What follows belongs to an exercise in optimizing a design on an open flow for small area; a production flow would make more cautious choices. Function was checked by simulation only, so behaviour that the tests miss may differ from the original. In runs 4 to 6 the design's own scripts or RTL, not TritonCTS, make the clock network. No driver is modelled on the clock port, so clock power and skew are understated where the tree is cut down; a real chip needs a root buffer or a tree. No activity file was given, so power comes from the tool's default toggle rates.

==> flow/constraint.sdc <==
create_clock -name core_clock -period 10.0 [get_ports {clk}]
set_input_delay 2.0000 -clock core_clock [delete_from_list [all_inputs] [get_ports {clk}]]
set_output_delay 2.0000 -clock core_clock [all_outputs]
set_load 0.01 [all_outputs]
==> flow/standard.sh <==
#!/bin/bash
# synth_recipe.tcl (not shown) runs the flow's synth.tcl, then flattens the netlist and writes it again
# the make line also repeats each setting of config.mk as NAME=value (left out here)
make -C /OpenROAD-flow-scripts/flow DESIGN_CONFIG=/design/flow/config.mk WORK_HOME=/design/flow/orfs CLKGATE_MAP_FILE= SYNTH_SCRIPT=/design/flow/synth_recipe.tcl "${@:-finish}"
==> flow/flow/run.sh <==
#!/bin/bash
# Own layout flow: the standard ORFS flow with a smaller clock tree (small leaf
# buffers, no dummy loads) and the smallest buffer cell on the ports.
set -euo pipefail
export BUFFER_PORTS_ARGS="-buffer_cell sky130_fd_sc_hd__buf_1"
export CTS_ARGS="-sink_clustering_enable -repair_clock_nets -sink_clustering_size 100 -sink_clustering_max_diameter 1000 -root_buf sky130_fd_sc_hd__clkbuf_8 -buf_list sky130_fd_sc_hd__clkbuf_2 -dont_use_dummy_load"
bash standard.sh finish > standard.log 2>&1
==> flow/design.v <==
`timescale 1ns / 1ps
module DigitalClock(
    input clk,  
    input rst,  
    input btnC, btnU, btnL, btnR, btnD,  
    input [2:0] sw,
    output reg [6:0] seg,
    output [3:0] an,
    output reg [0:0] led
    );
    reg [1:0]  cnt_hi;
    reg [12:0] cnt_lo;
    reg [7:0]  d_counter;
    reg [1:0]  current_LED;
    reg [2:0]  Sec_t;   
    reg [3:0]  Sec_u;   
    wire [6:0] Seconds = {Sec_t, Sec_u};
    reg [3:0]  Minutes;
    reg        current_bit;
    reg        Current_Mode;       
    reg [6:0]  Seconds_alarm, Seconds_alarm_reset;
    reg [3:0]  Minutes_alarm, Minutes_alarm_reset;
    reg [3:0]  dig;                
    reg [3:0]  mem0, mem2;   
    reg [2:0]  mem1;         
    reg [1:0]  mem3;         
    reg [3:0]  seg_code;           
    reg        fresh;              
    wire lo_zero12 = ~|cnt_lo[11:0];
    wire lo_last = cnt_lo[12] & lo_zero12;                    
    wire [12:0] lo_next = {cnt_lo[11:0], cnt_lo[12] ^ cnt_lo[3] ^ cnt_lo[2] ^ cnt_lo[0] ^ lo_zero12};
    wire full  = lo_last & (&cnt_hi);                         
    wire tick  = Current_Mode & ((|cnt_hi) | lo_last);        
    wire sec_inc = full & (~Current_Mode | sw[0]);
    wire d_z = ~(d_counter[0] | d_counter[3] | d_counter[4] | d_counter[7]);
    wire d_wrap  = d_z & d_counter[5];     
    wire d_start = d_z & ~d_counter[1];    
    wire [7:0] d_next = {d_counter[6:0], ~(d_counter[7] ^ d_counter[6] ^ d_counter[5] ^ d_counter[0])};
    wire [1:0] cl_next = current_LED + {1'b0, d_wrap};
    wire S_zero  = ~|Seconds;
    wire S_ge60  = Sec_t[2] & Sec_t[1];
    wire M_zero  = ~|Minutes;
    wire M_ge12  = Minutes[3] & Minutes[2];
    wire u9 = Sec_u[3] & Sec_u[0];
    wire u0 = ~|Sec_u;
    wire [6:0] S_inc = u9 ? {Sec_t + 3'd1, 4'd0} : {Sec_t, Sec_u + 4'd1};
    wire [6:0] S_dec = u0 ? {(Sec_t == 3'd0) ? 3'd5 : Sec_t - 3'd1, 4'd9} : {Sec_t, Sec_u - 4'd1};
    wire [3:0] M_inc = Minutes + 4'd1;
    wire [3:0] M_dec = (Minutes == 4'd1) ? 4'd12 : Minutes - 4'd1;
    wire restore = tick & sw[2];
    wire bt   = tick & ~sw[2];                    
    wire dS   = btnD & ~(S_zero & M_zero);        
    wire zS   = rst | S_ge60;
    wire sInc = ~zS & (sec_inc | (bt & ~current_bit & btnU & ~dS));
    wire sSr  = ~zS & ~sec_inc & restore;
    wire sDec = ~zS & ~sec_inc & bt & ~current_bit & dS;
    wire s59  = ~zS & ~sec_inc & ~Current_Mode & btnC;
    wire sHold = ~(zS | sInc | sSr | sDec | s59);
    wire [6:0] S1 = ({7{sInc}} & S_inc) | ({7{sSr}} & Seconds_alarm_reset) | ({7{sDec}} & S_dec)
                  | ({7{s59}} & 7'h59) | ({7{sHold}} & Seconds);
    wire zM   = rst | M_ge12;
    wire dM   = btnD & ~M_zero & (current_bit | S_zero);
    wire mInc = ~zM & (S_ge60 | (bt & current_bit & btnU & ~btnD) | (bt & current_bit & btnU & M_zero));
    wire mMr  = ~zM & ~S_ge60 & restore;
    wire mDec = ~zM & ~S_ge60 & bt & dM;
    wire mHold = ~(zM | mInc | mMr | mDec);
    wire [3:0] M1 = ({4{mInc}} & M_inc) | ({4{mMr}} & Minutes_alarm_reset) | ({4{mDec}} & M_dec)
                  | ({4{mHold}} & Minutes);
    wire M_ge10 = Minutes[3] & (Minutes[2] | Minutes[1]);
    reg [3:0] dig_next;
    always @* begin
        case (cl_next)
            2'd0: dig_next = Sec_u;
            2'd1: dig_next = {1'b0, Sec_t};
            2'd2: dig_next = M_zero ? 4'd2 : M_ge10 ? {2'b00, Minutes[2], Minutes[0]} : Minutes;
            default: dig_next = {3'b000, M_zero | M_ge10};
        endcase
    end
    reg [3:0] mem_cur;
    always @* begin
        case (current_LED)
            2'd0: mem_cur = mem0;
            2'd1: mem_cur = (&mem1) ? 4'd8 : {1'b0, mem1};
            2'd2: mem_cur = mem2;
            default: mem_cur = {mem3[1], 2'b00, mem3[0]};
        endcase
    end
    wire [1:0] shown = current_LED - {1'b0, d_start};
    assign an = fresh ? 4'b0000 : ~(4'b0001 << shown);
    wire [3:0] c = seg_code;
    always @* begin
        seg[0] = (~c[0] & ~c[1] & c[2]) | (c[0] & ~c[1] & ~c[2] & ~c[3]);
        seg[1] = c[2] & (c[0] ^ c[1]);
        seg[2] = ~c[0] & c[1] & ~c[2];
        seg[3] = (c[0] & ~c[1] & ~c[2]) | (~c[0] & ~c[1] & c[2]) | (c[0] & c[1] & c[2]);
        seg[4] = c[0] | (~c[1] & c[2]);
        seg[5] = (c[0] & c[1]) | (c[1] & ~c[2]) | (c[0] & ~c[2] & ~c[3]);
        seg[6] = (c[0] & c[1] & c[2]) | (~c[1] & ~c[2] & ~c[3]);
    end
    always @(posedge clk) begin
        {Sec_t, Sec_u} <= S1;    
        fresh <= rst;
        Minutes <= M1;
        if (rst) begin
            cnt_hi <= 0;
            cnt_lo <= 0;
            d_counter <= 8'h00;
            current_LED <= 0;
            current_bit <= 0;
            Current_Mode <= 1'b1;
            Seconds_alarm <= 0;
            Minutes_alarm <= 12;
            Seconds_alarm_reset <= 0;
            Minutes_alarm_reset <= 12;
            dig <= 0;
            mem0 <= 8; mem1 <= 7; mem2 <= 8; mem3 <= 2;
            seg_code <= 8;
            led <= 0;
        end else begin
            if (tick & ~sw[0]) begin
                cnt_hi <= 0;
                cnt_lo <= 0;
            end else begin
                cnt_hi <= cnt_hi + {1'b0, lo_last};
                cnt_lo <= lo_next;
            end
            d_counter <= d_wrap ? 8'h00 : d_next;
            current_LED <= cl_next;
            Current_Mode <= Current_Mode ^ btnC;
            if (!Current_Mode && btnC) current_bit <= 0;
            else if (tick && (btnL || btnR)) current_bit <= ~current_bit;
            if (Current_Mode && btnC) begin
                Seconds_alarm_reset <= Seconds;
                Minutes_alarm_reset <= Minutes;
            end
            if (tick && sw[1]) begin
                Seconds_alarm <= Seconds;
                Minutes_alarm <= Minutes;
            end
            if (tick && sw[0])
                led <= (Minutes_alarm == Minutes) && (Seconds_alarm == Seconds);
            dig <= dig_next;
            case (current_LED)
                2'd0: mem0 <= dig;
                2'd1: mem1 <= dig[2:0] | {3{dig[3]}};
                2'd2: mem2 <= dig;
                default: mem3 <= {dig[3], dig[0]};
            endcase
            seg_code <= mem_cur;
        end
    end
endmodule
==> flow/config.mk <==
export PLATFORM = sky130hd
export DESIGN_NAME = DigitalClock
export DESIGN_NICKNAME = DigitalClock
export VERILOG_FILES = /design/flow/design.v
export SDC_FILE = /design/flow/constraint.sdc
export NUM_CORES = 4
export LEC_CHECK = 0
export CAP_MARGIN = 0
export CORE_MARGIN = 2
export CORE_UTILIZATION = 40
export SLEW_MARGIN = 0
==> summary.txt, run 1 <==
Clock network:
- The buffer cell driving the clock tree root is clkbuf_8.
- The clock tree from TritonCTS is yes.
- Clock-pin slew was measured on the worst setup and hold paths at approximately 0.070 ns.
- The TritonCTS buffer count is 9.
- Buffers added to address setup during post-CTS repair amount to 0.
- In this run the deepest clock path goes through 2 buffers.
- For the worst-skew pair, the clock arrives at the later sink with an insertion delay of around 0.35 ns.
- The number of clock sinks is just over 80.
- In this run, post-CTS repair resized a total of 0 instances.
- Hold repair after CTS inserted 0 buffers.
- The H-tree generated during clock tree synthesis spans 3 levels.

Routing:
- Detailed routing inserted a total of approximately 3,400 vias.
- In this run the remaining antenna-violating nets after routing total 0.
- The number of DRC violations after detailed-routing iteration 0 is 196.
- For this run, the detailed router's first-pass iteration total came to 5.
- The sum of routed wire length over all layers is 9010 um.
- The number of vias per cell after detailed routing is roughly 5.3.
- For this run, design rule violations remaining after detail routing come to 0.
- The average wire length per cell after detail routing is roughly 14 um.

Logic synthesis:
- The post-synthesis average cell area is about 8.5 um^2.
- Summing the areas of all fa, ha and maj instances in the mapped netlist gives 5.11% of the synthesized area.
- The post-synthesis async set-or-reset flop share is 0%.
- In the synthesized netlist the dominant register cell turns out to be dfxtp_1.
- After synthesis, the share of cell area in mux cells is 5.65%.
- The synthesized design contains a little over 80 register bits.
- After synthesis, the cell types taking the most area are dfxtp_1 40%, nor2_1 6.8%, ha_1 5.1%.
- The count of cell types in the netlist is 57.
- The number of synthesized flops with an enable pin is 0.
- The synthesized instance count is 487.
- The synthesized netlist devotes between 10% and 20% of its cell area to compound gates.
- The commonest cells after synthesis are 83 x dfxtp_1, 75 x nor2_1, 37 x a21oi_1, 23 x clkbuf_1, 23 x nand2_1.
- The simple-gate area share of the yosys netlist is 23.8%.
- The main combinational cell family by area after synthesis is simple AND/OR/NAND/NOR gates.
- The number of nets in the synthesized netlist is ~510.
- The sequential cell area fraction in the yosys report is around 40%.
- The xor-xnor portion of the synthesized cell area is under 10%.
- The share of the synthesized area in the top cell type is between 30% and 40%.
- dfxtp_1 takes more of the synthesized area than any other cell.
- For this run, the number of Yosys warnings is 1.
- After synthesis the cells add up to approximately 0.0042 mm^2.
- By instance count, the leading cell after synthesis is dfxtp_1.

Floorplanning:
- The die covers between 0.01 and 0.015 mm^2.
- In this run the count of I/O pins placed on the die edge is 22.
- Measured along the x axis, the die boundary spans ~110 um.
- The die is ~110 um tall.
- The number of standard-cell rows in the floorplan is 37.
- The area of the core is approximately 0.010 mm^2.
- The initial cell density of the core is slightly above 40%.

Place:
- In this run the tool buffered the top-level ports with 21 buffer cells.
- The final RePlAce weighted congestion is just under 0.9.
- The total half-perimeter wirelength after legalization and detailed placement is between 6000 and 7000 um.
- After detailed placement, the total cell area comes to approximately 0.0043 mm^2.

Critical path:
- The worst setup path is launched from a primary input.
- Counting both buffers and inverters, the worst setup path holds a total of 2.
- The maximum fanout encountered on the critical timing path is between 50 and 60.
- The largest single stage delay on the critical path is between 0.6 and 0.7 ns.
- The setup path with the least slack is of type primary input to register.
- Grouping stages by cell kind, the critical path spends the most delay in simple AND/OR/NAND/NOR gates.
- Traced cell by cell, the critical path runs through clkbuf_2, buf_4, a21oi_1, and3_1, o311a_1, nor4_2, a21oi_1, o221ai_1.
- STA puts the critical path data arrival time at ~4.3 ns.
- STA puts the critical path data required time at 10.25 ns.
- The critical path's slowest cell is nor4_2.
- The cell occurring most often along the worst timing path is a21oi_1.
- STA classifies the critical path endpoint as a register.

STA:
- The accumulated negative setup slack is 0 ns.
- The worst pin sits at a relative slew slack of 38.8%.
- The achievable clock frequency is 247 MHz.
- The clock period could shrink to between 4 and 5 ns.
- The final hold slack is between 0.4 and 0.5 ns.
- The final critical-path share of the clock period is between 40% and 50%.
- The setup violation total in the final timing report is 0.
- The setup clock skew after layout is 0.0209 ns.
- Setup repair after global routing left no endpoint under its margin.
- At the pin with the least slew margin, the transition time is 0.912 ns.
- The count of pins over their slew limit came to 0.
- The total count of hold-check failures in the final report is 0.

Cells and area:
- The layout overhead on the synthesized area is 6.74%.
- The finished cells cover 0.00444 mm^2.
- The area used by multi-input combinational logic is 0.00232 mm^2.
- Counting the fill cells in the layout gives 1,016.
- The number of antenna diodes in the final layout is 0.
- The sequential standard cell area is around 0.0017 mm^2.
- The final layout contains 520 nets.
- The ratio of cells with drive above 1 in the final layout is under 10%.

Power and ir drop:
- Summed over all cells, the static leakage comes to between 0.0015 and 0.002 uW.
- Across the VDD grid, the largest voltage drop is between 0.00006 and 0.00007 V.
- The areal power density over the cells is about 150 mW/mm^2.

Hold path:
- The type of the worst min-delay path is register to register.

Global routing:
- The pin count of the biggest net entering global routing is 60.
- The number of antenna violations at the first check in global routing is 0.
- The first global-routing pass estimated between 15,000 and 20,000 um of wire.
- The total track usage is between 15 and 20%.
- The via count of the first global-routing pass is 3,236.
- Global routing finished with a remaining overflow of 0.

Outcome:
- The run finished with no timing, DRC or antenna violations.

Job:
- Across the run, the number of max-cap violations was 0.
## sequential cells by signal, indices dropped and copies added (netlist names), 2 cells and up
register,cells
cnt_hi,2
mem1,3
d_counter,8
mem2,4
Minutes_alarm_reset,4
Minutes_alarm,4
cnt_lo,13
Sec_t,3
Sec_u,4
Seconds_alarm_reset,7
mem3,2
current_LED,2
Seconds_alarm,7
mem0,4
dig,4
Minutes,4
seg_code,4
## where the power goes
part / switching (uW) / total [uW] / internal [uW]
logic: 57.5 / 100 / 42.9
registers: 18.1 / 362 / 343
clock network: 106 / 187 / 80.6
## worst reg2reg max path: stages, from the launching register on
cell,delay [ns]
dfxtp_1,0.41
inv_1,0.17
ha_1,0.26
nor3b_1,0.56
a31oi_1,0.25
o2111a_1,0.30
nor4_2,0.51
a21oi_1,0.09
o221ai_1,0.19
## final cells by class
class	count	area share [%]
clock buffers	9	2.79
multi-input cells	357	52.3
inverters	20	1.69
well taps	136	3.83
flip-flops and latches	83	37.4
repair buffers	22	1.97
## layer usage
layer | up-vias | part of all wire, % | GRT usage [%]
li1 | 1714 | - | -
met1 | 1545 | 47 | 22.2
met2 | 81 | 47 | 28.1
met3 | 10 | 4.9 | 4.17
met4 | 0 | 1.4 | 5.55
met5 | - | 0 | 0
## per-stage QoR
| stage | util (%) | total power (uW) | cells | worst slack [ns] |
|---|---|---|---|---|
| 2_1_floorplan | - | 443 | 487 | 6.58 |
| 3_3_place_gp | 42.2 | 469 | 618 | 5.70 |
| 3_5_place_dp | 42.2 | 469 | 618 | 5.62 |
| 4_1_cts | 43.4 | 657 | 627 | 5.99 |
| 5_1_grt | 43.4 | 687 | 627 | 5.68 |
| 6_report | 43.4 | 649 | 627 | 5.95 |
## cells by family after synthesis
| group | after synthesis |
|---|---|
| AOI/OAI and AO/OA | 100 |
| and+or+nand+nor | 194 |
| DFF | 83 |
| buffers and inverters | 47 |
| adders and majority gates | 17 |
| muxes | 22 |
| xor gates and xnor gates | 24 |
## layout by cell type (no fill, tap or decap), types with 3 or more instances in the layout
cell and n:
dfxtp_1 83, nor2_1 75, a21oi_1 37, nand2_1 23, and2_1 20, buf_1 20
inv_1 19, mux2i_1 19, ha_1 17, nor3_1 14, xor2_1 13, nor2b_1 12
o21ai_0 12, xnor2_1 11, nand3_1 11, nor4_1 9, clkbuf_8 9, a31oi_1 6
a211o_1 6, nand4_1 5, a211oi_1 5, nor3b_1 4, o21bai_1 4, or4_4 3
o211ai_1 3, nand4b_1 3, a22oi_1 3, and3_1 3, a222oi_1 3, nand2b_1 3
## path summary, 6_finish.rpt
kind / from / end / slack [ns] / depth (start not counted)
max: rst / Sec_t[1] / 5.95 / 8
min: d_counter[2] / d_counter[3] / 0.43 / 1
max reg2reg: Minutes[0] / Sec_t[1] / 7.17 / 8
min reg2reg: d_counter[2] / d_counter[3] / 0.43 / 1
==> run 2, diff against run 1 <==
--- a/flow/config.mk
+++ b/flow/config.mk
@@ -6,6 +6,6 @@
 export NUM_CORES = 4
 export LEC_CHECK = 0
-export CAP_MARGIN = 0
+export CAP_MARGIN = 20
 export CORE_MARGIN = 2
 export CORE_UTILIZATION = 40
-export SLEW_MARGIN = 0
+export SLEW_MARGIN = 20
==> run 2 against run 1 <==
Against the previous run: worst setup slack stayed put; non-clock buffer count stayed put; clock-buffer cell count stayed put; critical path depth stayed put; register-to-register slack hardly changed; synthesized cell count stayed put; total power stayed put; first-iteration DRC count stayed put; clock skew stayed put; combinational power hardly changed; critical endpoint unchanged; largest cell class unchanged; highest routed layer unchanged.
==> summary.txt, run 2 <==
Logic synthesis:
- The number of warnings printed during yosys synthesis is 1 (unchanged).
- The most used standard cell by instance count after synthesis is dfxtp_1 (unchanged).
- The post-synthesis async set-or-reset flop share was 0% (unchanged).
- The share of the synthesized area in the top cell type is 39.9% (unchanged).
- The synthesized instance count was 487 (unchanged).
- The post-synthesis average cell area came to 8.54 um^2 (unchanged).
- The number of synthesized flops with an enable pin came to 0 (unchanged).
- The leading register cell type out of synthesis was dfxtp_1 (unchanged).
- The sequential cell area fraction in the yosys report is 39.9% (unchanged).
- The cell type with the largest total area after synthesis was dfxtp_1 (unchanged).
- Leading post-synthesis cells by instance count: 83 x dfxtp_1, 75 x nor2_1, 37 x a21oi_1, 23 x clkbuf_1, 23 x nand2_1 (unchanged).
- The number of synthesized register bits was 83 (unchanged).
- Dominant cells by area after synthesis: dfxtp_1 40%, nor2_1 6.8%, ha_1 5.1% (unchanged).
- The net count after synthesis is 514 (unchanged).
- The netlist area before placement came to 0.00416 mm^2 (unchanged).
- The count of cell types in the netlist came to 57 (unchanged).

Clock network:
- The H-tree depth is 3 (unchanged).
- The TritonCTS buffer count is 9 (unchanged).
- The number of buffers on the longest clock path is 2 (unchanged).
- The latest clock arrival within the worst-skew pair is 0.35 ns (about the same).
- The clock tree from TritonCTS is yes (unchanged).
- The post-cts sizing count is 0 (unchanged).
- The number of hold buffers added after CTS came to 0 (unchanged).
- The number of clock sinks is 83 (unchanged).
- The clock transition time at the flip-flop clock pins of the worst setup and hold paths is 0.07 ns (about the same).
- The buffer cell driving the clock tree root is clkbuf_8 (unchanged).
- The number of setup buffers added after CTS is 0 (unchanged).

Cells and area:
- The layout overhead on the synthesized area is 6.74% (unchanged).
- The most common library cell in the layout ignoring fill and taps is dfxtp_1 (unchanged).
- Commonest cells after routing, fill and taps aside: 83 x dfxtp_1, 75 x nor2_1, 37 x a21oi_1 (unchanged).
- The register with the most flip-flops is cnt_lo (unchanged).
- The number of antenna repair diodes came to 0 (unchanged).
- The ratio of cells with drive above 1 in the final layout came to 4.68% (unchanged).
- The final cell area excluding filler cells came to 0.00444 mm^2 (unchanged).
- The final non-filler cell total is 627 (unchanged).
- The number of flip-flops under the largest register name came to 13 (unchanged).
- Largest registers: cnt_lo (13), d_counter (8) (unchanged).
- The final-stage net count is 520 (unchanged).
- The filler cell count is 1,016 (unchanged).

Place:
- The instance count after placement with tap cells included is 618 (unchanged).
- The setup slack at placement came to 5.62 ns (unchanged).
- The count of input and output buffers is 21 (unchanged).
- The final RePlAce weighted congestion is 0.876 (unchanged).
- The total half-perimeter wirelength after legalization and detailed placement came to 6280 um (unchanged).
- The area of placed instances is 0.00432 mm^2 (unchanged).

STA:
- The achievable clock frequency came to 247 MHz (unchanged).
- The remaining max-slew budget at the tightest pin is 38.8% (unchanged).
- Unrepaired setup endpoints after global routing: no (unchanged).
- The setup violation total in the final timing report is 0 (unchanged).
- The setup clock skew after layout is 0.0209 ns (unchanged).
- The transition time of the tightest slew-check pin was 0.912 ns (unchanged).
- The shortest period the worst path allows is 4.05 ns (unchanged).
- The count of pins over their slew limit is 0 (unchanged).
- The final critical-path share of the clock period is 40.5% (unchanged).
- The total count of hold-check failures in the final report came to 0 (unchanged).
- The setup slack after layout is 5.95 ns (unchanged).
- The accumulated negative setup slack came to 0 ns (unchanged).

Global routing:
- The number of antenna violations at the first check in global routing is 0 (unchanged).
- The wire length of the first global-routing pass is 15,600 um (unchanged).
- The via count of the first global-routing pass is 3,236 (unchanged).
- The total global routing overflow came to 0 (unchanged).
- The total track usage is 17.1% (unchanged).
- The pin count of the biggest net entering global routing came to 60 (unchanged).

Floorplanning:
- The I/O pin count is 22 (unchanged).
- The y dimension of the die is 106 um (unchanged).
- The area of the core is 0.0102 mm^2 (unchanged).
- The number of standard-cell rows in the floorplan is 37 (unchanged).
- The die extent in x is 106 um (unchanged).
- The initial cell density of the core is 40.7% (unchanged).
- The floorplan die area is 0.0112 mm^2 (unchanged).

Routing:
- The number of DRC violations after detailed-routing iteration 0 is 196 (unchanged).
- The detailed-router iteration count before antenna repair is 5 (unchanged).
- The number of vias per cell after detailed routing is 5.34 (unchanged).
- The final antenna-violating net count is 0 (unchanged).
- The average wire length per cell after detail routing came to 14.4 um (unchanged).
- The count of vias placed by the detailed router is 3,350 (unchanged).
- The DRC violation count after routing is 0 (unchanged).
- The sum of routed wire length over all layers is 9010 um (unchanged).

Critical path:
- The element type at the critical path end is a register (unchanged).
- The maximum fanout encountered on the critical timing path is 59 (unchanged).
- The worst reg-to-reg path cell count is 8 (unchanged).
- The type of element launching the critical path is a primary input (unchanged).
- The data arrival time of the critical path is 4.30 ns (about the same).
- The required time at the endpoint of the critical path is 10.25 ns (about the same).
- The critical path class is primary input to register (unchanged).

Hold path:
- The type of the worst min-delay path was register to register (unchanged).
- The instance count along the most critical hold path is 1 (unchanged).

Power and ir drop:
- The maximum VDD drop is 0.0000668 V (unchanged).
- The areal power density over the cells is 146 mW/mm^2 (unchanged).
- The total leakage power is 0.00176 uW (unchanged).

Outcome:
- Result of the run: finished clean (unchanged).

Job:
- The max-capacitance violation count is 0 (unchanged).
-- run 2: final cells by class --
type | instances | area, um^2 | area share [%]
sequential | 83 | 1660 | 37.4
multi-input combinational | 357 | 2320 | 52.3
inverter | 20 | 75.1 | 1.69
tap | 136 | 170 | 3.83
timing repair buffer | 22 | 87.6 | 1.97
clock buffer | 9 | 124 | 2.79
-- run 2: kinds of logic (layout without fill, tap and decap cells) --
logic type                 after synthesis  after routing  synth area share (%)
AOI/OAI and AO/OA                      100            100                  16.2
adders and majority gates               17             17                  5.11
buffers and inverters                   47             51                  4.24
and+or+nand+nor                        194            194                  23.8
xor gates and xnor gates                24             24                  5.05
muxes                                   22             22                  5.65
DFF                                     83             83                  39.9
-- run 2: report_power, final --
part	internal (uW)	leakage (uW)	switching, uW
registers	343	0.000673	18.1
clock network	80.6	0.0000647	106
logic	42.9	0.00102	57.5
-- run 2: worst max-delay path: stages --
cell,delay (ns)
clkbuf_2,0.07
buf_4,0.49
a21oi_1,0.28
and3_1,0.28
o311a_1,0.23
nor4_2,0.65
a21oi_1,0.09
o221ai_1,0.19
-- run 2: final timing paths --
path | from | end | slack [ns]
min | d_counter[2] | d_counter[3] | 0.43
min reg2reg | d_counter[2] | d_counter[3] | 0.43
max reg2reg | Minutes[0] | Sec_t[1] | 7.17
max | rst | Sec_t[1] | 5.95
-- run 2: metrics by stage --
stage | total power (uW) | hold WS [ns] | util [%]
2_1_floorplan | 443 | 0.406 | -
3_3_place_gp | 469 | 0.412 | 42.2
3_5_place_dp | 469 | 0.412 | 42.2
4_1_cts | 657 | 0.429 | 43.4
5_1_grt | 687 | 0.455 | 43.4
6_report | 649 | 0.426 | 43.4
-- run 2: per-layer routing --
metal  vias to the layer above  track usage, %  wire length, um
li1                       1714               -                -
met1                      1545            22.2             4220
met2                        81            28.1             4220
met3                        10            4.17              442
met4                         0            5.55              124
met5                         -               0                0
==> run 3, diff against run 2 <==
--- a/flow/design.v
+++ b/flow/design.v
@@ -91,5 +91,5 @@
     always @* begin
         seg[0] = (~c[0] & ~c[1] & c[2]) | (c[0] & ~c[1] & ~c[2] & ~c[3]);
-        seg[1] = c[2] & (c[0] ^ c[1]);
+        seg[1] = (c[0] & ~c[1] & c[2]) | (~c[0] & c[1] & c[2]);
         seg[2] = ~c[0] & c[1] & ~c[2];
         seg[3] = (c[0] & ~c[1] & ~c[2]) | (~c[0] & ~c[1] & c[2]) | (c[0] & c[1] & c[2]);
@@ -98,7 +98,12 @@
         seg[6] = (c[0] & c[1] & c[2]) | (~c[1] & ~c[2] & ~c[3]);
     end
+    wire [10:0] sm_r = rst ? {7'd0, 4'd12} : {Seconds, Minutes};
     always @(posedge clk) begin
         {Sec_t, Sec_u} <= S1;    
         fresh <= rst;
+        if (rst | (Current_Mode & btnC))
+            {Seconds_alarm_reset, Minutes_alarm_reset} <= sm_r;
+        if (rst | (tick & sw[1]))
+            {Seconds_alarm, Minutes_alarm} <= sm_r;
         Minutes <= M1;
         if (rst) begin
@@ -109,8 +114,4 @@
             current_bit <= 0;
             Current_Mode <= 1'b1;
-            Seconds_alarm <= 0;
-            Minutes_alarm <= 12;
-            Seconds_alarm_reset <= 0;
-            Minutes_alarm_reset <= 12;
             dig <= 0;
             mem0 <= 8; mem1 <= 7; mem2 <= 8; mem3 <= 2;
@@ -130,12 +131,4 @@
             if (!Current_Mode && btnC) current_bit <= 0;
             else if (tick && (btnL || btnR)) current_bit <= ~current_bit;
-            if (Current_Mode && btnC) begin
-                Seconds_alarm_reset <= Seconds;
-                Minutes_alarm_reset <= Minutes;
-            end
-            if (tick && sw[1]) begin
-                Seconds_alarm <= Seconds;
-                Minutes_alarm <= Minutes;
-            end
             if (tick && sw[0])
                 led <= (Minutes_alarm == Minutes) && (Seconds_alarm == Seconds);
==> flow/flow/run.sh (replaced) <==
#!/bin/bash
# Own layout flow: the standard ORFS flow (standard.sh) with three changes:
#  - synthesis maps the logic with an area-oriented ABC script and without
#    extracting half/full adder cells (registers are mapped exactly as before);
#  - the smallest buffer cell on the ports;
#  - a clock tree without dummy loads.
set -euo pipefail
here=$(pwd)
export BUFFER_PORTS_ARGS="-buffer_cell sky130_fd_sc_hd__buf_1"
export CTS_ARGS="-sink_clustering_enable -repair_clock_nets -sink_clustering_size 100 -sink_clustering_max_diameter 1000 -root_buf sky130_fd_sc_hd__clkbuf_8 -buf_list sky130_fd_sc_hd__clkbuf_2 -dont_use_dummy_load"
export ADDER_MAP_FILE=
export AREA_ABC_SCRIPT=$here/flow/area.abc
export FLOW_SYNTH_TCL=$here/synth_recipe.tcl
# synthesis: standard.sh's make command with the synthesis script above
sed -e "s#SYNTH_SCRIPT=[^ ]*#SYNTH_SCRIPT=$here/flow/synth_area.tcl#" standard.sh > synth_area.sh
bash synth_area.sh synth > synth.log 2>&1
bash standard.sh finish > standard.log 2>&1
==> flow/flow/area.abc (new file) <==
strash
dch -f
amap
topo
==> flow/flow/synth_area.tcl (new file) <==
# The standard synthesis (synth_recipe.tcl), with ABC's technology mapping of the
# combinational logic run with an area-oriented script (flow/area.abc) in place of
# ORFS's delay-oriented one. Flip-flop mapping, flattening and naming are unchanged.
proc abc {args} {
  set i [lsearch -exact $args -script]
  if { $i >= 0 } {
    set args [lreplace $args $i [expr {$i + 1}] -script $::env(AREA_ABC_SCRIPT)]
  }
  yosys abc {*}$args
}
source $::env(FLOW_SYNTH_TCL)
==> run 3 against run 2 <==
Against the previous run: still clean on timing, DRC and antenna; die area decreased by 14%; hold slack improved by 0.0046 ns; via count decreased by 11%; clock-buffer cell count unchanged; combinational power decreased by 48%; non-clock buffer count increased by 2; sequential share of layout area increased by 11 points; maximum frequency increased by 8.1%; sequential power increased by 1%; sequential cell count unchanged; worst setup slack improved by 0.30 ns; critical path type is now register to output pin; highest routed layer unchanged.
==> summary.txt, run 3 <==
Logic synthesis:
- The number of warnings printed during yosys synthesis came to 1 (unchanged).
- The count of cell types in the netlist is 32 (was 57).
- The cell type with the largest total area after synthesis is dfxtp_1 (unchanged).
- The number of synthesized flops with an enable pin is 22 (was 0).
- The area fraction in compound gates after synthesis is 20.2% (was 16.2%).
- The net count after synthesis came to 428 (was 514).
- The number of synthesized register bits is 83 (unchanged).
- The synthesized instance count came to 418 (was 487).
- Leading post-synthesis cells by instance count: 88 x nor2_1, 61 x dfxtp_1, 58 x clkinv_1, 30 x o21ai_0, 29 x a21oi_1 (was 83 x dfxtp_1, 75 x nor2_1, 37 x a21oi_1, 23 x clkbuf_1, 23 x nand2_1).
- The share of the synthesized area in the top cell type is 34.5% (was 39.9%).
- The leading register cell type out of synthesis is dfxtp_1 (unchanged).
- The adder-cell area share of the yosys netlist is 0% (was 5.11%).
- The most used standard cell by instance count after synthesis is nor2_1 (was dfxtp_1).
- The simple-gate area share of the yosys netlist was 20.4% (was 23.8%).
- The post-synthesis async set-or-reset flop share is 0% (unchanged).
- Dominant cells by area after synthesis: dfxtp_1 35%, edfxtp_1 19%, nor2_1 9.3% (was dfxtp_1 40%, nor2_1 6.8%, ha_1 5.1%).
- The netlist area before placement is 0.00353 mm^2 (was 0.00416 mm^2).
- The multiplexer share of the synthesized area is 0% (was 5.65%).
- The post-synthesis average cell area was 8.46 um^2 (was 8.54 um^2).
- The xor-xnor portion of the synthesized cell area is 0% (was 5.05%).
- The main combinational cell family by area after synthesis is simple AND/OR/NAND/NOR gates (unchanged).
- The sequential cell area fraction in the yosys report came to 53.2% (was 39.9%).

STA:
- The remaining max-slew budget at the tightest pin is 45.8% (was 38.8%).
- The count of pins over their slew limit was 0 (unchanged).
- The total count of hold-check failures in the final report is 0 (unchanged).
- The setup clock skew after layout came to 0.0330 ns (was 0.0209 ns).
- The accumulated negative setup slack is 0 ns (unchanged).
- The transition time of the tightest slew-check pin was 0.806 ns (was 0.912 ns).
- The shortest period the worst path allows is 3.75 ns (was 4.05 ns).
- The final critical-path share of the clock period is 37.5% (was 40.5%).
- The setup slack after layout is 6.25 ns (was 5.95 ns).
- The setup violation total in the final timing report is 0 (unchanged).
- Unrepaired setup endpoints after global routing: no (unchanged).
- The achievable clock frequency is 267 MHz (was 247 MHz).

Cells and area:
- The most common library cell in the layout ignoring fill and taps was nor2_1 (was dfxtp_1).
- The filler cell count is 907 (was 1,016).
- The sequential standard cell area is 0.00188 mm^2 (was 0.00166 mm^2).
- The final-stage net count is 463 (was 520).
- The number of flip-flops under the largest register name is 13 (unchanged).
- The area used by multi-input combinational logic is 0.00144 mm^2 (was 0.00232 mm^2).
- Commonest cells after routing, fill and taps aside: 88 x nor2_1, 61 x dfxtp_1, 58 x clkinv_1 (was 83 x dfxtp_1, 75 x nor2_1, 37 x a21oi_1).
- The register with the most flip-flops is cnt_lo (unchanged).
- The layout overhead on the synthesized area was 10.2% (was 6.74%).
- The ratio of cells with drive above 1 in the final layout was 2.66% (was 4.68%).
- Largest registers: cnt_lo (13), d_counter (8) (unchanged).
- The number of antenna repair diodes is 0 (unchanged).
- The final cell area excluding filler cells is 0.00389 mm^2 (was 0.00444 mm^2).

Critical path:
- Series of cell instances along the critical path: clkinv_1, nand4_1, nor2_1, nand2_1, o21ai_0, clkinv_1, a21oi_1, buf_1 (was clkbuf_2, buf_4, a21oi_1, and3_1, o311a_1, nor4_2, a21oi_1, o221ai_1).
- The critical path class is register to output pin (was primary input to register).
- The cell type group with the largest total delay on the critical path is compound AO/OA/AOI/OAI gates (was simple AND/OR/NAND/NOR gates).
- The maximum single-stage delay on the critical path is 0.31 ns (was 0.65 ns).
- The element type at the critical path end is an output pin (was register).
- The required time at the endpoint of the critical path is 8.00 ns (was 10.25 ns).
- The type of element launching the critical path is a register (was primary input).
- The data arrival time of the critical path is 1.75 ns (was 4.30 ns).
- The sum of buffers and inverters on the critical path is 3 (was 2).
- The worst reg-to-reg path cell count is 9 (was 8).
- The maximum fanout encountered on the critical timing path came to 3 (was 59).
- The cell occurring most often along the worst timing path is clkinv_1 (was a21oi_1).
- The critical path's slowest cell is dfxtp_1 (was nor4_2).
- The number of cells on the critical path is 8 (unchanged).

Floorplanning:
- The area of the core came to 0.00864 mm^2 (was 0.0102 mm^2).
- The I/O pin count is 22 (unchanged).
- The initial cell density of the core is 40.9% (was 40.7%).
- The number of standard-cell rows in the floorplan is 34 (was 37).
- The die extent in x is 98.0 um (was 106 um).
- The floorplan die area is 0.00960 mm^2 (was 0.0112 mm^2).
- The y dimension of the die is 98.0 um (was 106 um).

Global routing:
- The number of antenna violations at the first check in global routing was 0 (unchanged).
- The total track usage is 16.4% (was 17.1%).
- The pin count of the biggest net entering global routing is 31 (was 60).
- The total global routing overflow is 0 (unchanged).
- The via count of the first global-routing pass came to 2,812 (was 3,236).
- The wire length of the first global-routing pass is 12,800 um (was 15,600 um).

Power and ir drop:
- The maximum VDD drop is 0.0000890 V (was 0.0000668 V).
- The internal power consumption is 457 uW (was 467 uW).
- The switching power as a share of total power is 23.8% (was 28.0%).
- The combinational cell fraction of total power is 8.7% (was 15.5%).
- The switching power is 143 uW (was 182 uW).
- The portion of total power attributed to the clock network is 30.2% (was 28.8%).
- The register share of total power is 61.0% (was 55.7%).
- The total leakage power is 0.00135 uW (was 0.00176 uW).
- The areal power density over the cells is 154 mW/mm^2 (was 146 mW/mm^2).

Routing:
- The DRC violation count after routing came to 0 (unchanged).
- The count of vias placed by the detailed router came to 2,990 (was 3,350).
- The detailed-router iteration count before antenna repair is 5 (unchanged).
- The average wire length per cell after detail routing is 13.3 um (was 14.4 um).
- The number of vias per cell after detailed routing is 5.35 (was 5.34).
- The sum of routed wire length over all layers is 7420 um (was 9010 um).
- The number of DRC violations after detailed-routing iteration 0 was 239 (was 196).
- The final antenna-violating net count is 0 (unchanged).

Hold path:
- The type of the worst min-delay path is register to register (unchanged).
- The instance count along the most critical hold path came to 2 (was 1).

Job:
- The max-capacitance violation count is 0 (unchanged).

Clock network:
- The latest clock arrival within the worst-skew pair is 0.37 ns (was 0.35 ns).
- The clock tree from TritonCTS is yes (unchanged).
- The buffer cell driving the clock tree root is clkbuf_8 (unchanged).
- The number of buffers on the longest clock path was 2 (unchanged).
- The number of hold buffers added after CTS is 0 (unchanged).
- The number of clock sinks is 83 (unchanged).
- The clock transition time at the flip-flop clock pins of the worst setup and hold paths came to 0.06 ns (was 0.07 ns).
- The number of setup buffers added after CTS is 0 (unchanged).
- The post-cts sizing count came to 0 (unchanged).
- The TritonCTS buffer count is 9 (unchanged).
- The H-tree depth is 3 (unchanged).

Place:
- The final RePlAce weighted congestion was 0.847 (was 0.876).
- The total half-perimeter wirelength after legalization and detailed placement is 5490 um (was 6280 um).
- The count of input and output buffers is 21 (unchanged).
- The setup slack at placement is 5.98 ns (was 5.62 ns).
- The area of placed instances was 0.00377 mm^2 (was 0.00432 mm^2).

Outcome:
- Result of the run: finished clean (unchanged).
## run 3: layout make-up
type / instances / area share [%]
Clock buffer: 9 / 3.18
Timing Repair Buffer: 24 / 2.60
Sequential cell: 83 / 48.3
Inverter: 58 / 5.59
Multi-Input combinational cell: 277 / 36.8
Tap cell: 108 / 3.47
## run 3: routing by layer
| layer | GRT usage [%] | share of wire [%] |
|---|---|---|
| met1 | 20.7 | 47 |
| met2 | 27.2 | 47 |
| met3 | 4.29 | 4.4 |
| met4 | 5.56 | 2.0 |
| met5 | 0 | 0 |
## run 3: worst paths after layout
path | from | endpoint | slack (ns)
setup reg to reg | cnt_lo[9] | Sec_t[1] | 6.77
hold / removal | d_counter[4] | d_counter[5] | 0.43
setup / recovery | d_counter[0] | an[3] | 6.25
hold reg to reg | d_counter[4] | d_counter[5] | 0.43
## run 3: cell families after synthesis
kind of cell | Yosys count
flip-flops | 83
buffers and inverters | 58
AND/OR/NAND/NOR | 166
AO/OA/AOI/OAI | 111
## run 3: per-stage QoR
step	util, %	std cells	total power, uW	hold slack (ns)
finish	45.1	559	600	0.430
global placement	43.7	550	426	0.418
detailed placement	43.7	550	427	0.425
floorplan	-	418	409	0.403
global route	45.1	559	632	0.443
CTS	45.1	559	608	0.436
## run 3: power groups by stage
| stage | Sequential [uW] | Clock (uW) | Combinational [uW] |
|---|---|---|---|
| 2_1_floorplan | 371 | 0 | 37.7 |
| 3_3_place_gp | 374 | 0 | 52.1 |
| 5_1_grt | 367 | 204 | 61.3 |
| 3_5_place_dp | 374 | 0 | 52.8 |
| 4_1_cts | 366 | 189 | 53.0 |
| 6_report | 366 | 181 | 52.4 |
## run 3: tightest hold or removal path, stage by stage, from the launching register on
cell and delay, ns:
dfxtp_1 0.30, clkinv_1 0.05, nor2_1 0.04
==> run 4, diff against run 3 <==
--- a/flow/design.v
+++ b/flow/design.v
@@ -102,4 +102,6 @@
         {Sec_t, Sec_u} <= S1;    
         fresh <= rst;
+        if (rst | (tick & sw[0]))
+            led <= ~rst & (Minutes_alarm == Minutes) & (Seconds_alarm == Seconds);
         if (rst | (Current_Mode & btnC))
             {Seconds_alarm_reset, Minutes_alarm_reset} <= sm_r;
@@ -117,5 +119,4 @@
             mem0 <= 8; mem1 <= 7; mem2 <= 8; mem3 <= 2;
             seg_code <= 8;
-            led <= 0;
         end else begin
             if (tick & ~sw[0]) begin
@@ -131,6 +132,4 @@
             if (!Current_Mode && btnC) current_bit <= 0;
             else if (tick && (btnL || btnR)) current_bit <= ~current_bit;
-            if (tick && sw[0])
-                led <= (Minutes_alarm == Minutes) && (Seconds_alarm == Seconds);
             dig <= dig_next;
             case (current_LED)
==> flow/flow/run.sh (replaced) <==
#!/bin/bash
# Own layout flow: the standard ORFS flow (standard.sh) with these changes:
#  - synthesis maps the logic with an area-oriented ABC script and without
#    extracting half/full adder cells (registers are mapped exactly as before);
#  - the smallest buffer cell on the ports;
#  - a one-level clock tree (flow/cts.tcl) in place of TritonCTS: four buf_12
#    buffers, each at the centre of a quarter of the flip-flops, driven by the
#    clock port.
set -euo pipefail
here=$(pwd)
export BUFFER_PORTS_ARGS="-buffer_cell sky130_fd_sc_hd__buf_1"
export ADDER_MAP_FILE=
export AREA_ABC_SCRIPT=$here/flow/area.abc
export FLOW_SYNTH_TCL=$here/synth_recipe.tcl
sed -e "s#SYNTH_SCRIPT=[^ ]*#SYNTH_SCRIPT=$here/flow/synth_area.tcl#" standard.sh > synth_area.sh
bash synth_area.sh synth > synth.log 2>&1
bash standard.sh place > place.log 2>&1
RESULTS_DIR=$here/orfs/results/sky130hd/DigitalClock/base CLK_K=4 CLK_LEAF=sky130_fd_sc_hd__buf_12 CLK_ROOT= \
  openroad -no_init -exit flow/cts.tcl > cts.log 2>&1
bash standard.sh finish > standard.log 2>&1
==> flow/flow/cts.tcl (new file) <==
# Clock tree for the standard flow's layout flow: the flip-flops are split into CLK_K groups by
# location (k-means); each group gets one CLK_LEAF buffer at its centre driving the
# group's clock pins. With CLK_ROOT set, one CLK_ROOT buffer at the centre of the
# leaf buffers drives them from the clock port; otherwise the port drives the leaves.
set plat $::env(FLOW_HOME)/platforms/sky130hd
read_liberty $plat/lib/sky130_fd_sc_hd__tt_025C_1v80.lib
read_db $::env(RESULTS_DIR)/3_place.odb
read_sdc $::env(RESULTS_DIR)/3_place.sdc
source $plat/setRC.tcl
set db [ord::get_db]
set block [ord::get_db_block]
set clknet [$block findNet clk]
set K $::env(CLK_K)
set leaf_master [$db findMaster $::env(CLK_LEAF)]
set pins {}
foreach iterm [$clknet getITerms] {
  set bb [[$iterm getInst] getBBox]
  lappend pins [list $iterm [expr {([$bb xMin] + [$bb xMax]) / 2.0}] [expr {([$bb yMin] + [$bb yMax]) / 2.0}]]
}
set n [llength $pins]
set sorted [lsort -real -index 1 $pins]
for {set k 0} {$k < $K} {incr k} {
  set p [lindex $sorted [expr {int(($k + 0.5) * $n / $K)}]]
  set cx($k) [lindex $p 1]; set cy($k) [lindex $p 2]
}
for {set it 0} {$it < 100} {incr it} {
  for {set k 0} {$k < $K} {incr k} { set sx($k) 0; set sy($k) 0; set cn($k) 0 }
  set assign {}
  foreach p $pins {
    set best 0; set bd 1e30
    for {set k 0} {$k < $K} {incr k} {
      set d [expr {abs([lindex $p 1] - $cx($k)) + abs([lindex $p 2] - $cy($k))}]
      if {$d < $bd} { set bd $d; set best $k }
    }
    lappend assign $best
    set sx($best) [expr {$sx($best) + [lindex $p 1]}]
    set sy($best) [expr {$sy($best) + [lindex $p 2]}]
    incr cn($best)
  }
  for {set k 0} {$k < $K} {incr k} {
    if {$cn($k) > 0} { set cx($k) [expr {$sx($k) / $cn($k)}]; set cy($k) [expr {$sy($k) / $cn($k)}] }
  }
}
set drv $clknet
if { [info exists ::env(CLK_ROOT)] && $::env(CLK_ROOT) ne "" } {
  set rx 0; set ry 0
  for {set k 0} {$k < $K} {incr k} { set rx [expr {$rx + $cx($k) / $K}]; set ry [expr {$ry + $cy($k) / $K}] }
  set root [odb::dbInst_create $block [$db findMaster $::env(CLK_ROOT)] clkbuf_root]
  set drv [odb::dbNet_create $block clknet_root]
  $drv setSigType CLOCK
  [$root findITerm A] connect $clknet
  [$root findITerm X] connect $drv
  $root setLocation [expr {int($rx)}] [expr {int($ry)}]
  $root setPlacementStatus PLACED
}
for {set k 0} {$k < $K} {incr k} {
  set inst($k) [odb::dbInst_create $block $leaf_master clkbuf_leaf_$k]
  set net($k) [odb::dbNet_create $block clknet_leaf_$k]
  $net($k) setSigType CLOCK
  [$inst($k) findITerm A] connect $drv
  [$inst($k) findITerm X] connect $net($k)
  $inst($k) setLocation [expr {int($cx($k))}] [expr {int($cy($k))}]
  $inst($k) setPlacementStatus PLACED
  puts "group $k: $cn($k) flip-flops"
}
foreach p $pins a $assign {
  set iterm [lindex $p 0]
  $iterm disconnect
  $iterm connect $net($a)
}
global_connect
detailed_placement
check_placement
set_propagated_clock [all_clocks]
estimate_parasitics -placement
set worst 0
for {set k 0} {$k < $K} {incr k} {
  foreach p [get_pins -of_objects [get_nets clknet_leaf_$k]] {
    set s [get_property $p slew_max]
    if {$s > $worst} { set worst $s }
  }
}
puts "worst clock slew: $worst"
report_clock_skew
report_worst_slack -max
report_worst_slack -min
# the files ORFS's CTS step leaves, in the order make expects them
set res $::env(RESULTS_DIR)
write_db $res/4_1_cts.odb
write_db $res/4_cts.odb
write_sdc -no_timestamp $res/4_cts.sdc
--- a/flow/config.mk
+++ b/flow/config.mk
@@ -6,6 +6,7 @@
 export NUM_CORES = 4
 export LEC_CHECK = 0
-export CAP_MARGIN = 20
+export CAP_MARGIN = 0
 export CORE_MARGIN = 2
 export CORE_UTILIZATION = 40
-export SLEW_MARGIN = 20
+export GPL_TIMING_DRIVEN = 0
+export SLEW_MARGIN = 0
==> run 4 against run 3 <==
Against the previous run: die area grew 0.13%; largest power group unchanged; sequential share of layout area grew 0.65 points; combinational power shrank 0.8%; total power shrank 6.0%; sequential power is essentially flat; utilization shrank 0.36 points; area after synthesis grew 0.14%.
==> summary.txt, run 4 <==
Floorplanning:
- The number of standard-cell rows in the floorplan came to 34 (unchanged).
- The floorplan die area is 0.00962 mm^2 (was 0.00960 mm^2).
- The I/O pin count was 22 (unchanged).
- The initial cell density of the core is 41.0% (was 40.9%).
- The die extent in x is 98.1 um (was 98.0 um).
- The y dimension of the die is 98.1 um (was 98.0 um).
- The area of the core came to 0.00864 mm^2 (unchanged).

Logic synthesis:
- The number of warnings printed during yosys synthesis is 1 (unchanged).
- The sequential cell area fraction in the yosys report was 53.4% (was 53.2%).
- The post-synthesis average cell area is 8.49 um^2 (was 8.46 um^2).
- The cell type with the largest total area after synthesis is dfxtp_1 (unchanged).
- The number of synthesized register bits was 83 (unchanged).
- The most used standard cell by instance count after synthesis is nor2_1 (unchanged).
- Dominant cells by area after synthesis: dfxtp_1 34%, edfxtp_1 20%, nor2_1 9.7% (was dfxtp_1 35%, edfxtp_1 19%, nor2_1 9.3%).
- The post-synthesis async set-or-reset flop share is 0% (unchanged).
- The net count after synthesis is 427 (was 428).
- The number of synthesized flops with an enable pin came to 23 (was 22).
- The synthesized instance count is 417 (was 418).
- Leading post-synthesis cells by instance count: 91 x nor2_1, 60 x dfxtp_1, 58 x clkinv_1, 28 x nand2_1 (was 88 x nor2_1, 61 x dfxtp_1, 58 x clkinv_1, 30 x o21ai_0, 29 x a21oi_1).
- The leading register cell type out of synthesis is dfxtp_1 (unchanged).
- The count of cell types in the netlist is 31 (was 32).
- The share of the synthesized area in the top cell type is 33.9% (was 34.5%).
- The netlist area before placement is 0.00354 mm^2 (was 0.00353 mm^2).

STA:
- The setup clock skew after layout came to 0.0312 ns (was 0.0330 ns).
- Unrepaired setup endpoints after global routing: no (unchanged).
- The final critical-path share of the clock period is 42.4% (was 37.5%).
- The count of pins over their slew limit is 0 (unchanged).
- The setup violation total in the final timing report is 0 (unchanged).
- The accumulated negative setup slack is 0 ns (unchanged).
- The achievable clock frequency is 236 MHz (was 267 MHz).
- The setup slack after layout is 5.76 ns (was 6.25 ns).
- The remaining max-slew budget at the tightest pin came to 42.6% (was 45.8%).
- The total count of hold-check failures in the final report is 0 (unchanged).
- The transition time of the tightest slew-check pin is 0.854 ns (was 0.806 ns).
- The shortest period the worst path allows came to 4.24 ns (was 3.75 ns).

Cells and area:
- The most common library cell in the layout ignoring fill and taps was nor2_1 (unchanged).
- The ratio of cells with drive above 1 in the final layout is 1.57% (was 2.66%).
- Largest registers: cnt_lo (13), d_counter (8) (unchanged).
- The layout overhead on the synthesized area is 9.16% (was 10.2%).
- The share of the core filled with cells came to 44.7% (was 45.1%).
- The number of flip-flops under the largest register name is 13 (unchanged).
- The register with the most flip-flops is cnt_lo (unchanged).
- The final non-filler cell total is 553 (was 559).
- The number of antenna repair diodes is 0 (unchanged).
- The final-stage net count is 457 (was 463).
- Commonest cells after routing, fill and taps aside: 91 x nor2_1, 60 x dfxtp_1, 58 x clkinv_1 (was 88 x nor2_1, 61 x dfxtp_1, 58 x clkinv_1).

Critical path:
- The type of element launching the critical path is a primary input (was register).
- The sum of buffers and inverters on the critical path is 4 (was 3).
- The required time at the endpoint of the critical path is 9.83 ns (was 8.00 ns).
- The maximum fanout encountered on the critical timing path is 20 (was 3).
- Series of cell instances along the critical path: buf_1, buf_8, clkinv_1, o21ai_1, buf_4 (was clkinv_1, nand4_1, nor2_1, nand2_1, o21ai_0, clkinv_1, a21oi_1, buf_1).
- The critical path's slowest cell was o21ai_1 (was dfxtp_1).
- The cell type group with the largest total delay on the critical path is buffers and inverters (was compound AO/OA/AOI/OAI gates).
- The element type at the critical path end is a register (was output pin).
- The data arrival time of the critical path is 4.07 ns (was 1.75 ns).
- The maximum single-stage delay on the critical path is 0.54 ns (was 0.31 ns).
- The critical path class is primary input to register (was register to output pin).

Routing:
- The detailed-router iteration count before antenna repair is 5 (unchanged).
- The average wire length per cell after detail routing was 12.7 um (was 13.3 um).
- The count of vias placed by the detailed router came to 2,859 (was 2,990).
- The final antenna-violating net count is 0 (unchanged).
- The number of vias per cell after detailed routing was 5.17 (was 5.35).
- The number of DRC violations after detailed-routing iteration 0 is 145 (was 239).
- The sum of routed wire length over all layers is 7010 um (was 7420 um).
- The DRC violation count after routing was 0 (unchanged).

Power and ir drop:
- The areal power density over the cells came to 146 mW/mm^2 (was 154 mW/mm^2).
- The maximum VDD drop was 0.000103 V (was 0.0000890 V).
- The switching power was 121 uW (was 143 uW).
- The total power draw was 564 uW (was 600 uW).
- The total leakage power is 0.00133 uW (was 0.00135 uW).
- The internal power consumption is 442 uW (was 457 uW).
- The portion of total power attributed to the clock network is 25.7% (was 30.2%).
- The register share of total power came to 65.1% (was 61.0%).
- The combinational cell fraction of total power is 9.2% (was 8.7%).
- The switching power as a share of total power came to 21.5% (was 23.8%).

Place:
- The instance count after placement with tap cells included is 548 (was 550).
- The setup slack at placement is 4.84 ns (was 5.98 ns).
- The count of input and output buffers was 21 (unchanged).
- The total half-perimeter wirelength after legalization and detailed placement is 5310 um (was 5490 um).
- The final RePlAce weighted congestion is 0.865 (was 0.847).

Global routing:
- The pin count of the biggest net entering global routing is 31 (unchanged).
- The total global routing overflow is 0 (unchanged).
- The via count of the first global-routing pass is 2,694 (was 2,812).
- The total track usage was 14.3% (was 16.4%).
- The wire length of the first global-routing pass is 12,100 um (was 12,800 um).
- The number of antenna violations at the first check in global routing is 0 (unchanged).

Hold path:
- The type of the worst min-delay path is register to register (unchanged).

Outcome:
- Result of the run: finished clean (unchanged).

Clock network:
- The latest clock arrival within the worst-skew pair was 0.13 ns (was 0.37 ns).
- The clock transition time at the flip-flop clock pins of the worst setup and hold paths is 0.07 ns (was 0.06 ns).

Job:
- The max-capacitance violation count is 0 (unchanged).
## run 4: per-layer routing
metal	global-route usage [%]	up-vias	wire (um)	share of wire, %
met4	2.03	0	97	1.4
met3	1.07	9	259	3.7
met5	0	-	0	0
met2	25.6	44	3270	47
li1	-	1520	-	-
met1	19.4	1286	3380	48
## run 4: logic make-up after synthesis
family                 after synthesis  synth area share (%)
and+or+nand+nor                    167                  20.3
AOI/OAI and AO/OA                  109                  20.1
DFF                                 83                  53.4
buffers and inverters               58                  6.15
## run 4: final timing paths
path | slack (ns) | to | from | depth (start not counted)
min | 0.42 | d_counter[4] | d_counter[3] | 2
min reg2reg | 0.42 | d_counter[4] | d_counter[3] | 2
max reg2reg | 6.81 | Sec_t[2] | cnt_lo[5] | 9
max | 5.76 | Seconds_alarm_reset[5] | rst | 5
## run 4: worst min-delay path, cell delays in order, from the launching register on
cell and delay (ns):
dfxtp_1 0.30, clkinv_1 0.05, nor2_1 0.04
## run 4: power by group through the flow
stage,sequential [uW],clock [uW],combinational (uW)
floorplan,372,0,37.5
global placement,374,0,50.4
detailed placement,375,0,51.8
global route,368,162,59.3
finish,367,145,52.0
## run 4: layout make-up
class                   instances  area [um^2]
fillers                       871         4770
flip-flops and latches         83         1890
multi-input cells             276         1430
inverters                      58          218
well taps                     108          135
repair buffers                 24          109
plain buffers                   4         80.1
## run 4: through the flow
stage / area (um^2) / hold WS (ns)
5_1_grt: 3860 / 0.438
6_report: 3860 / 0.425
3_3_place_gp: 3750 / 0.419
3_5_place_dp: 3770 / 0.420
2_1_floorplan: 3540 / 0.403
==> run 5, diff against run 4 <==
--- a/flow/config.mk
+++ b/flow/config.mk
@@ -6,7 +6,7 @@
 export NUM_CORES = 4
 export LEC_CHECK = 0
-export CAP_MARGIN = 0
+export CAP_MARGIN = 20
 export CORE_MARGIN = 2
-export CORE_UTILIZATION = 40
-export GPL_TIMING_DRIVEN = 0
-export SLEW_MARGIN = 0
+export CORE_UTILIZATION = 65
+export PLACE_DENSITY = 0.8
+export SLEW_MARGIN = 20
==> run 5 against run 4 <==
Against the previous run: still clean; first-iteration DRC count up 29%; area after synthesis unchanged; maximum frequency up 7.0%; highest routed layer unchanged.
==> summary.txt, run 5 <==
STA:
- The shortest period the worst path allows was 3.97 ns (was 4.24 ns).
- The count of pins over their slew limit is 0 (unchanged).
- The setup clock skew after layout is 0.0216 ns (was 0.0312 ns).
- Unrepaired setup endpoints after global routing: no (unchanged).
- The remaining max-slew budget at the tightest pin is 42.5% (was 42.6%).
- The transition time of the tightest slew-check pin is 0.856 ns (was 0.854 ns).
- The final critical-path share of the clock period is 39.7% (was 42.4%).
- The total count of hold-check failures in the final report is 0 (unchanged).
- The accumulated negative setup slack is 0 ns (unchanged).
- The setup violation total in the final timing report is 0 (unchanged).
- The achievable clock frequency came to 252 MHz (was 236 MHz).

Logic synthesis:
- The synthesized instance count is 417 (unchanged).
- The number of synthesized register bits came to 83 (unchanged).
- The share of the synthesized area in the top cell type came to 33.9% (unchanged).
- Dominant cells by area after synthesis: dfxtp_1 34%, edfxtp_1 20%, nor2_1 9.7% (unchanged).
- The net count after synthesis is 427 (unchanged).
- The sequential cell area fraction in the yosys report came to 53.4% (unchanged).
- The most used standard cell by instance count after synthesis is nor2_1 (unchanged).
- The netlist area before placement was 0.00354 mm^2 (unchanged).
- The cell type with the largest total area after synthesis is dfxtp_1 (unchanged).
- The post-synthesis average cell area is 8.49 um^2 (unchanged).
- The number of warnings printed during yosys synthesis is 1 (unchanged).
- The number of synthesized flops with an enable pin was 23 (unchanged).
- The count of cell types in the netlist is 31 (unchanged).
- The post-synthesis async set-or-reset flop share was 0% (unchanged).
- The leading register cell type out of synthesis is dfxtp_1 (unchanged).
- Leading post-synthesis cells by instance count: 91 x nor2_1, 60 x dfxtp_1, 58 x clkinv_1, 28 x nand2_1 (unchanged).

Place:
- The instance count after placement with tap cells included was 511 (was 548).
- The total half-perimeter wirelength after legalization and detailed placement came to 5540 um (was 5310 um).
- The final RePlAce weighted congestion is 0.863 (was 0.865).
- The area of placed instances came to 0.00373 mm^2 (was 0.00377 mm^2).
- The count of input and output buffers was 21 (unchanged).

Critical path:
- The cell occurring most often along the worst timing path is nor3_1.
- The setup slack on the worst flop-to-flop path is 6.60 ns (was 6.81 ns).
- The critical path's slowest cell is nor3_1 (was o21ai_1).
- The element type at the critical path end is a register (unchanged).
- The type of element launching the critical path is a primary input (unchanged).
- The required time at the endpoint of the critical path is 9.99 ns (was 9.83 ns).
- The critical path class is primary input to register (unchanged).
- The worst flop-to-flop path startpoint is cnt_lo[5] (unchanged).
- The worst reg-to-reg path cell count came to 9 (unchanged).
- The maximum fanout encountered on the critical timing path is 30 (was 20).
- The data arrival time of the critical path is 3.96 ns (was 4.07 ns).
- The capture point of the worst reg-to-reg path is Sec_u[2] (was Sec_t[2]).
- The maximum single-stage delay on the critical path is 0.68 ns (was 0.54 ns).
- Series of cell instances along the critical path: buf_1, buf_4, or3_1, nor3_1, nor3_1, nand3_1, o221ai_1 (was buf_1, buf_8, clkinv_1, o21ai_1, buf_4).

Routing:
- The number of vias per cell after detailed routing is 5.87 (was 5.17).
- The average wire length per cell after detail routing is 14.8 um (was 12.7 um).
- The detailed-router iteration count before antenna repair is 5 (unchanged).
- The final antenna-violating net count is 0 (unchanged).
- The number of DRC violations after detailed-routing iteration 0 came to 187 (was 145).
- The DRC violation count after routing is 0 (unchanged).
- The sum of routed wire length over all layers is 7610 um (was 7010 um).
- The count of vias placed by the detailed router is 3,024 (was 2,859).

Power and ir drop:
- The areal power density over the cells is 148 mW/mm^2 (was 146 mW/mm^2).
- The total power draw was 564 uW (about the same).
- The maximum VDD drop is 0.000110 V (was 0.000103 V).
- The total leakage power came to 0.00132 uW (was 0.00133 uW).

Cells and area:
- The ratio of cells with drive above 1 in the final layout is 1.57% (unchanged).
- Largest registers: cnt_lo (13), d_counter (8) (unchanged).
- The number of antenna repair diodes is 0 (unchanged).
- The final non-filler cell total is 515 (was 553).
- The final cell area excluding filler cells is 0.00381 mm^2 (was 0.00386 mm^2).
- The filler cell count is 419 (was 871).
- The final-stage net count came to 457 (unchanged).
- The layout overhead on the synthesized area came to 7.60% (was 9.16%).
- The number of flip-flops under the largest register name is 13 (unchanged).
- The share of the core filled with cells is 73.6% (was 44.7%).
- Commonest cells after routing, fill and taps aside: 91 x nor2_1, 60 x dfxtp_1, 58 x clkinv_1 (unchanged).
- The register with the most flip-flops is cnt_lo (unchanged).
- The most common library cell in the layout ignoring fill and taps is nor2_1 (unchanged).

Clock network:
- The clock transition time at the flip-flop clock pins of the worst setup and hold paths was 0.08 ns (was 0.07 ns).
- The latest clock arrival within the worst-skew pair is 0.13 ns (about the same).

Hold path:
- The worst hold path endpoint is d_counter[4] (unchanged).
- The type of the worst min-delay path is register to register (unchanged).
- The instance count along the most critical hold path is 2 (unchanged).
- The hold path startpoint is d_counter[3] (unchanged).

Job:
- The max-capacitance violation count is 0 (unchanged).

Global routing:
- The pin count of the biggest net entering global routing was 31 (unchanged).
- The number of antenna violations at the first check in global routing came to 0 (unchanged).
- The via count of the first global-routing pass is 2,828 (was 2,694).
- The wire length of the first global-routing pass is 12,900 um (was 12,100 um).
- The total track usage is 25.9% (was 14.3%).
- The total global routing overflow is 0 (unchanged).

Floorplanning:
- The number of standard-cell rows in the floorplan is 26 (was 34).
- The I/O pin count is 22 (unchanged).
- The y dimension of the die is 77.8 um (was 98.1 um).
- The floorplan die area came to 0.00605 mm^2 (was 0.00962 mm^2).
- The die extent in x came to 77.8 um (was 98.1 um).
- The area of the core is 0.00517 mm^2 (was 0.00864 mm^2).
- The initial cell density of the core came to 68.4% (was 41.0%).

Outcome:
- Result of the run: finished clean (unchanged).
[run 5: cells by family (layout without fill, tap and decap cells)]
group,Yosys count,count (layout),share of synthesized area [%]
buffers and inverters,58,86,6.15
flip-flops,83,83,53.4
AND/OR/NAND/NOR,167,167,20.3
AO/OA/AOI/OAI,109,109,20.1
[run 5: layout make-up]
class                   count  area (um^2)  area share, %
flip-flops and latches     83         1890           49.7
multi-input cells         276         1430           37.5
inverters                  58          218           5.72
repair buffers             24          101           2.66
well taps                  70         87.6           2.30
plain buffers               4         80.1           2.10
[run 5: worst max-delay path: cells and delay by family]
kind / cells / cell delay, ns
compound gates: 1 / 0.16
buf+inv: 2 / 0.29
simple gates: 4 / 1.51
[run 5: how the worst max path moves through the flow]
| stage | to | cells after the start | start |
|---|---|---|---|
| 6_report | Sec_u[2] | 7 | rst |
| 5_1_grt | Sec_u[3] | 9 | rst |
| 3_5_place_dp | Sec_u[2] | 7 | rst |
| 3_3_place_gp | Sec_u[2] | 7 | rst |
| 2_1_floorplan | Sec_t[0] | 6 | sw[0] |
[run 5: stage by stage]
stage / hold WS [ns] / worst slack [ns]
final: 0.428 / 6.03
after global routing: 0.453 / 5.87
after detailed placement: 0.420 / 5.96
after global placement: 0.416 / 6.06
after floorplan: 0.403 / 6.51
[run 5: routing by layer]
layer,track usage (%),wire length [um],up-vias
met2,47.7,3750,94
met3,1.98,461,9
met4,3.21,86,0
li1,-,-,1529
met1,34.1,3320,1392
met5,0,0,-
[run 5: where the power goes]
group	leakage (uW)	internal, uW	switching [uW]
registers	0.000728	359	8.33
logic	0.000558	18.2	35.2
clock network	0.0000376	64.9	77.7
total	0.00132	442	121
==> run 6, diff against run 5 <==
--- a/flow/config.mk
+++ b/flow/config.mk
@@ -8,5 +8,4 @@
 export CAP_MARGIN = 20
 export CORE_MARGIN = 2
-export CORE_UTILIZATION = 65
-export PLACE_DENSITY = 0.8
+export CORE_UTILIZATION = 40
 export SLEW_MARGIN = 20
==> run 6 against run 5 <==
Against the previous run: still clean; cell count is 7.4% higher; routed wire length is 4.3% lower; synthesized cell count did not move; largest cell class unchanged.
==> summary.txt, run 6 <==
Outcome:
- Result of the run: finished clean (unchanged).

Logic synthesis:
- Leading post-synthesis cells by instance count: 91 x nor2_1, 60 x dfxtp_1, 58 x clkinv_1, 28 x nand2_1 (unchanged).
- Dominant cells by area after synthesis: dfxtp_1 34%, edfxtp_1 20%, nor2_1 9.7% (unchanged).
- The leading register cell type out of synthesis is dfxtp_1 (unchanged).
- The sequential cell area fraction in the yosys report came to 53.4% (unchanged).
- The post-synthesis async set-or-reset flop share is 0% (unchanged).
- The share of the synthesized area in the top cell type came to 33.9% (unchanged).
- The synthesized instance count was 417 (unchanged).
- The net count after synthesis came to 427 (unchanged).
- The number of warnings printed during yosys synthesis is 1 (unchanged).
- The number of synthesized flops with an enable pin is 23 (unchanged).
- The post-synthesis average cell area was 8.49 um^2 (unchanged).

Cells and area:
- The filler cell count is 872 (was 419).
- The layout overhead on the synthesized area is 8.94% (was 7.60%).
- The number of antenna repair diodes is 0 (unchanged).
- The register with the most flip-flops was cnt_lo (unchanged).
- The ratio of cells with drive above 1 in the final layout is 1.57% (unchanged).
- The most common library cell in the layout ignoring fill and taps was nor2_1 (unchanged).

Floorplanning:
- The initial cell density of the core came to 41.0% (was 68.4%).
- The number of standard-cell rows in the floorplan is 34 (was 26).
- The y dimension of the die came to 98.1 um (was 77.8 um).
- The I/O pin count is 22 (unchanged).
- The die extent in x was 98.1 um (was 77.8 um).
- The area of the core is 0.00864 mm^2 (was 0.00517 mm^2).

Routing:
- The count of vias placed by the detailed router is 2,907 (was 3,024).
- The final antenna-violating net count came to 0 (unchanged).
- The average wire length per cell after detail routing is 13.2 um (was 14.8 um).
- The number of DRC violations after detailed-routing iteration 0 was 164 (was 187).
- The number of vias per cell after detailed routing was 5.26 (was 5.87).

STA:
- The setup clock skew after layout is 0.0191 ns (was 0.0216 ns).
- The final hold slack was 0.421 ns (was 0.428 ns).
- The remaining max-slew budget at the tightest pin is 48.1% (was 42.5%).
- The accumulated negative setup slack came to 0 ns (unchanged).
- The shortest period the worst path allows was 3.87 ns (was 3.97 ns).

Critical path:
- The type of element launching the critical path is a primary input (unchanged).
- The worst flop-to-flop path startpoint is cnt_lo[9] (was cnt_lo[5]).
- The maximum fanout encountered on the critical timing path came to 30 (unchanged).
- The startpoint of the worst setup timing path was rst (unchanged).
- The maximum single-stage delay on the critical path is 0.53 ns (was 0.68 ns).
- The element type at the critical path end is a register (unchanged).
- The critical path class is primary input to register (unchanged).

Global routing:
- The via count of the first global-routing pass is 2,740 (was 2,828).
- The global routing usage on met1 is 20.5% (was 34.1%).
- The met3 capacity usage during global routing is 0.931% (was 1.98%).

Clock network:
- The latest clock arrival within the worst-skew pair was 0.13 ns (about the same).

Hold path:
- The type of the worst min-delay path is register to register (unchanged).
- The hold path startpoint was d_counter[4] (was d_counter[3]).

Place:
- The total half-perimeter wirelength after legalization and detailed placement was 5520 um (was 5540 um).
- The count of input and output buffers is 21 (unchanged).
==> run 6: per-layer routing <==
metal  vias to the layer above  wire, um
met3                        10       282
met2                        55      3470
li1                       1533         -
met1                      1309      3420
met5                         -         0
met4                         0       114
==> run 6: cell type report <==
| class | instances | area, um^2 | area share, % |
|---|---|---|---|
| flip-flops and latches | 83 | 1890 | 49.1 |
| multi-input cells | 276 | 1430 | 37.1 |
| inverters | 58 | 218 | 5.65 |
| well taps | 108 | 135 | 3.50 |
| repair buffers | 24 | 101 | 2.63 |
| plain buffers | 4 | 80.1 | 2.08 |
==> run 6: kinds of logic (layout without fill, tap and decap cells) <==
kind of cell,Yosys count,count (layout),share of synthesized area [%]
simple gates,167,167,20.3
compound gates,109,109,20.1
flops,83,83,53.4
buf+inv,58,86,6.15
==> run 6: through the flow <==
stage,total power (uW),area (um^2)
2_1_floorplan,410,3540
6_report,565,3860
3_5_place_dp,427,3780
3_3_place_gp,425,3780
5_1_grt,594,3860
==> run 6: final timing paths <==
check / endpoint / slack, ns / depth (start not counted)
setup / recovery: Sec_u[3] / 6.13 / 9
hold / removal: d_counter[5] / 0.42 / 2
setup reg to reg: Sec_t[2] / 6.86 / 9
hold reg to reg: d_counter[5] / 0.42 / 2
==> run 6: power by group <==
group	switching (uW)	internal, uW	leakage [uW]
Sequential	8.12	359	0.000728
Combinational	33.7	18.2	0.000558
Clock	81.0	65.0	0.0000376
==> run 6: worst max-delay path, delay by kind of cell <==
kind | cells | cell delay (ns)
and+or+nand+nor | 1 | 0.11
buffers and inverters | 3 | 0.90
AOI/OAI and AO/OA | 5 | 0.86

Check on run 6: ideal ports give 6.126 ns setup slack; a clkbuf_16 on the clock port and buf_2 on the inputs give 6.187 ns; moving port delays by the midpoint clock arrival (0.202 ns) as well gives 5.985 ns.
